Background: an optimization exercise with open tools, aiming at small area, a short achievable clock period and few clock cycles. Do not read the settings as production practice.
RTL that was checked went through simulation tests only; none was proved equivalent to the original.

Setup of 05-14:
==> flow/design.v <==
module SQRT(
	RST,
	CLK,
	IN_VALID,
	IN,
	OUT_VALID,
	OUT
);
input CLK;
input RST;
input [15:0] IN;
input IN_VALID;
output [11:0] OUT;
output OUT_VALID;
reg [2:0] cnt;       
reg ovalid;
reg [11:0] r;        
reg [11:0] q;        
reg [9:0] x;         
assign OUT_VALID = ovalid;
assign OUT = q;
wire busy  = |cnt;
wire start = IN_VALID & ~busy;
wire last  = (cnt == 3'd5);
function [6:0] sqrt_first;
	input [5:0] v;
	reg [2:0] qq;
	reg [3:0] rr;
	reg [5:0] w;
	integer i;
	begin
		qq = 3'd0;
		rr = 4'd0;
		for (i = 2; i >= 0; i = i - 1) begin
			w = {rr, v[2*i+1], v[2*i]};
			if (w >= {1'b0, qq, 2'b01}) begin
				rr = w - {1'b0, qq, 2'b01};
				qq = {qq, 1'b1};
			end else begin
				rr = w[3:0];
				qq = {qq, 1'b0};
			end
		end
		sqrt_first = {qq, rr};
	end
endfunction
wire [6:0] first = sqrt_first(IN[15:10]);
wire [15:0] w  = {r, x[9:6]};
wire [16:0] s1 = {1'b0, w} - {2'b00, q[10:0], 3'b001};
wire [16:0] s2 = {1'b0, w} - {1'b0, q[10:0], 4'b0100};
wire [16:0] s3 = {1'b0, w} - ({1'b0, q[10:0], 4'b0000} + {2'b00, q[10:0], 3'b000} + 17'd9);
wire ge1 = ~s1[16];
wire ge2 = ~s2[16];
wire ge3 = ~s3[16];
wire [1:0] d = {ge2, ge3 | (ge1 & ~ge2)};
wire [11:0] rn = ge3 ? s3[11:0] : ge2 ? s2[11:0] : ge1 ? s1[11:0] : w[11:0];
wire [11:0] qa = {q[10:0], 1'b0};
wire [11:0] qb = {q[10:0], 1'b1};
wire [11:0] qc = {q[10:0] + 11'd1, 1'b0};
wire [11:0] qround = ge3 ? qc : ge1 ? qb : qa;
always @(posedge CLK or posedge RST) begin
	if (RST) begin
		cnt <= 3'd0;
		ovalid <= 1'b0;
	end else begin
		cnt <= start ? 3'd1 : (last ? 3'd0 : cnt + {2'd0, busy});
		ovalid <= last;
	end
end
always @(posedge CLK) begin
	if (start) begin
		r <= {8'd0, first[3:0]};
		q <= {9'd0, first[6:4]};
		x <= 10'd0 | ({IN[9:0]} << 0);
	end else begin
		r <= rn;
		q <= last ? qround : {q[9:0], d};
		x <= x << 4;
	end
end
endmodule
Settings: LEC_CHECK=0, CAP_MARGIN=20, CORE_MARGIN=2, CORE_UTILIZATION=40, SETUP_SLACK_MARGIN=2.0, SLEW_MARGIN=20; clock period 5.0 ns.
standard.sh (not shown) runs the stock make flow with config.mk's settings and CLKGATE_MAP_FILE= SYNTH_SCRIPT=/design/flow/synth_recipe.tcl, a recipe that flattens the netlist after the stock synthesis.
==> flow/flow/run.sh <==
#!/bin/bash
set -euo pipefail
export BUFFER_PORTS_ARGS="-buffer_cell sky130_fd_sc_hd__buf_1"

bash standard.sh synth > standard_synth.log 2>&1

R=orfs/results/$FLOW_PLATFORM/SQRT/base
LIB=$FLOW_HOME/platforms/$FLOW_PLATFORM/lib/sky130_fd_sc_hd__tt_025C_1v80.lib
YOSYS=$(command -v yosys || echo $FLOW_HOME/../tools/install/yosys/bin/yosys)
cp $R/1_2_yosys.v standard_1_2_yosys.v

# sequential and tie cells stay as they are; everything else is re-mapped
SEQ=$(grep -o 'cell *( *"\?sky130_fd_sc_hd__[a-z0-9_]*' $LIB | grep -o 'sky130_fd_sc_hd__[a-z0-9_]*' \
      | grep -E '__(df|edf|sdf|sedf|dlx|dlr|dlclkp|sdlclkp|conb)' | tr '\n' ' ')
DU=$(grep -o 'sky130_fd_sc_hd__\(lpflow\|probe\)[a-z0-9_]*' $LIB | sort -u | sed 's/^/-dont_use /' | tr '\n' ' ')
cat > remap.ys <<EOT
read_liberty -ignore_miss_func $LIB
blackbox $SEQ
read_verilog standard_1_2_yosys.v
hierarchy -top $FLOW_TOP
flatten
rename -hide w:*.*
opt_clean
stat
abc -liberty $LIB -script flow/remap.abc $DU
splitnets
opt_clean -purge
hilomap -singleton -hicell sky130_fd_sc_hd__conb_1 HI -locell sky130_fd_sc_hd__conb_1 LO
insbuf -buf sky130_fd_sc_hd__buf_4 A X
stat -liberty $LIB
write_verilog -noattr -nohex -nodec remapped.v
EOT
$YOSYS -l remap.log remap.ys > /dev/null 2>&1
cp remapped.v $R/1_2_yosys.v

bash standard.sh > standard.log 2>&1
==> flow/flow/remap.abc <==
strash; dch; map -D 1800; topo; stime -c; buffer -c; upsize -c; dnsize -c; stime -c
No stage failed in 05-14, and the final checks on the layout all came back clean.
Testbench counts of 05-14, summed over its fixed seeds: cycles 24,008.
> inputs changed (05-14 -> 08-09)
diff --git a/flow/design.v b/flow/design.v
--- a/flow/design.v
+++ b/flow/design.v
@@ -14,40 +14,40 @@
 output OUT_VALID;
 reg [2:0] cnt;       
 reg ovalid;
 reg [11:0] r;        
 reg [11:0] q;        
-reg [9:0] x;         
+reg [5:0] x;         
 assign OUT_VALID = ovalid;
 assign OUT = q;
 wire busy  = |cnt;
 wire start = IN_VALID & ~busy;
-wire last  = (cnt == 3'd5);
-function [6:0] sqrt_first;
-	input [5:0] v;
-	reg [2:0] qq;
-	reg [3:0] rr;
-	reg [5:0] w;
+wire last  = (cnt == 3'd4);
+function [10:0] sqrt_first;
+	input [9:0] v;
+	reg [4:0] qq;
+	reg [5:0] rr;
+	reg [7:0] w;
 	integer i;
 	begin
-		qq = 3'd0;
-		rr = 4'd0;
-		for (i = 2; i >= 0; i = i - 1) begin
+		qq = 5'd0;
+		rr = 6'd0;
+		for (i = 4; i >= 0; i = i - 1) begin
 			w = {rr, v[2*i+1], v[2*i]};
 			if (w >= {1'b0, qq, 2'b01}) begin
 				rr = w - {1'b0, qq, 2'b01};
 				qq = {qq, 1'b1};
 			end else begin
-				rr = w[3:0];
+				rr = w[5:0];
 				qq = {qq, 1'b0};
 			end
 		end
 		sqrt_first = {qq, rr};
 	end
 endfunction
-wire [6:0] first = sqrt_first(IN[15:10]);
-wire [15:0] w  = {r, x[9:6]};
+wire [10:0] first = sqrt_first(IN[15:6]);
+wire [15:0] w  = {r, x[5:2]};
 wire [16:0] s1 = {1'b0, w} - {2'b00, q[10:0], 3'b001};
 wire [16:0] s2 = {1'b0, w} - {1'b0, q[10:0], 4'b0100};
 wire [16:0] s3 = {1'b0, w} - ({1'b0, q[10:0], 4'b0000} + {2'b00, q[10:0], 3'b000} + 17'd9);
 wire ge1 = ~s1[16];
 wire ge2 = ~s2[16];
@@ -67,13 +67,13 @@
 		ovalid <= last;
 	end
 end
 always @(posedge CLK) begin
 	if (start) begin
-		r <= {8'd0, first[3:0]};
-		q <= {9'd0, first[6:4]};
-		x <= 10'd0 | ({IN[9:0]} << 0);
+		r <= {6'd0, first[5:0]};
+		q <= {7'd0, first[10:6]};
+		x <= 6'd0 | ({IN[5:0]} << 0);
 	end else begin
 		r <= rn;
 		q <= last ? qround : {q[9:0], d};
 		x <= x << 4;
 	end
Findings:
Summary of the comparison: total number of multi-input combinational cells is higher in 08-09, relative to 05-14.
Changes observed in 08-09 relative to 05-14: final instance area up about 27%; combined area of the multi-input logic cells up about 40%.
The worst setup path endpoint comes out r[8] in one run and r[2] in the other, namely in 05-14 and 08-09 respectively.
For number of cells produced by synthesis, dividing the value from 05-14 by the value from 08-09 gives 0.873.
The lower global-route usage came out of 05-14.
The final critical delay including setup and external delays of 08-09 was inferior to that of 05-14.
Compare 05-14 and 08-09 | post-synthesis to final-layout area growth lower: 05-14
08-09 vs 05-14: met2 capacity usage during global routing up
Re transition time of the tightest slew-check pin: 08-09 is 210 ps down on 05-14.
Only the layout flow was run in 08-09; the RTL was not checked for function there.

## re-timing with driven ports
Ports are ideal in the flow. The routed layouts listed here were re-timed in OpenROAD. Step 1 assumes that a clkbuf_16 drives the clock port and a buf_2 every other input. Step 2 adds t to the input delays and takes it off the output delays; t is the mean of the earliest and latest rising clock arrival at the registers after step 1. Input paths then give back, and output paths get back, about the clock's delay inside the block. Three values: ideal ports, drivers, drivers and shift; two values: the first two.
| run | t, ns | setup WS [ns] | worst setup path at the end |
|---|---|---|---|
| 05-14 | 0.315 | 2.203 / 2.203 / 1.973 | input to register |
| 08-09 | 0.317 | 1.668 / 1.634 / 1.318 | input to register |
After both steps every run listed still meets setup and hold. For 08-09, which loses most, drivers alone change the setup slack by -0.034 ns; drivers and shift together by -0.350 ns.
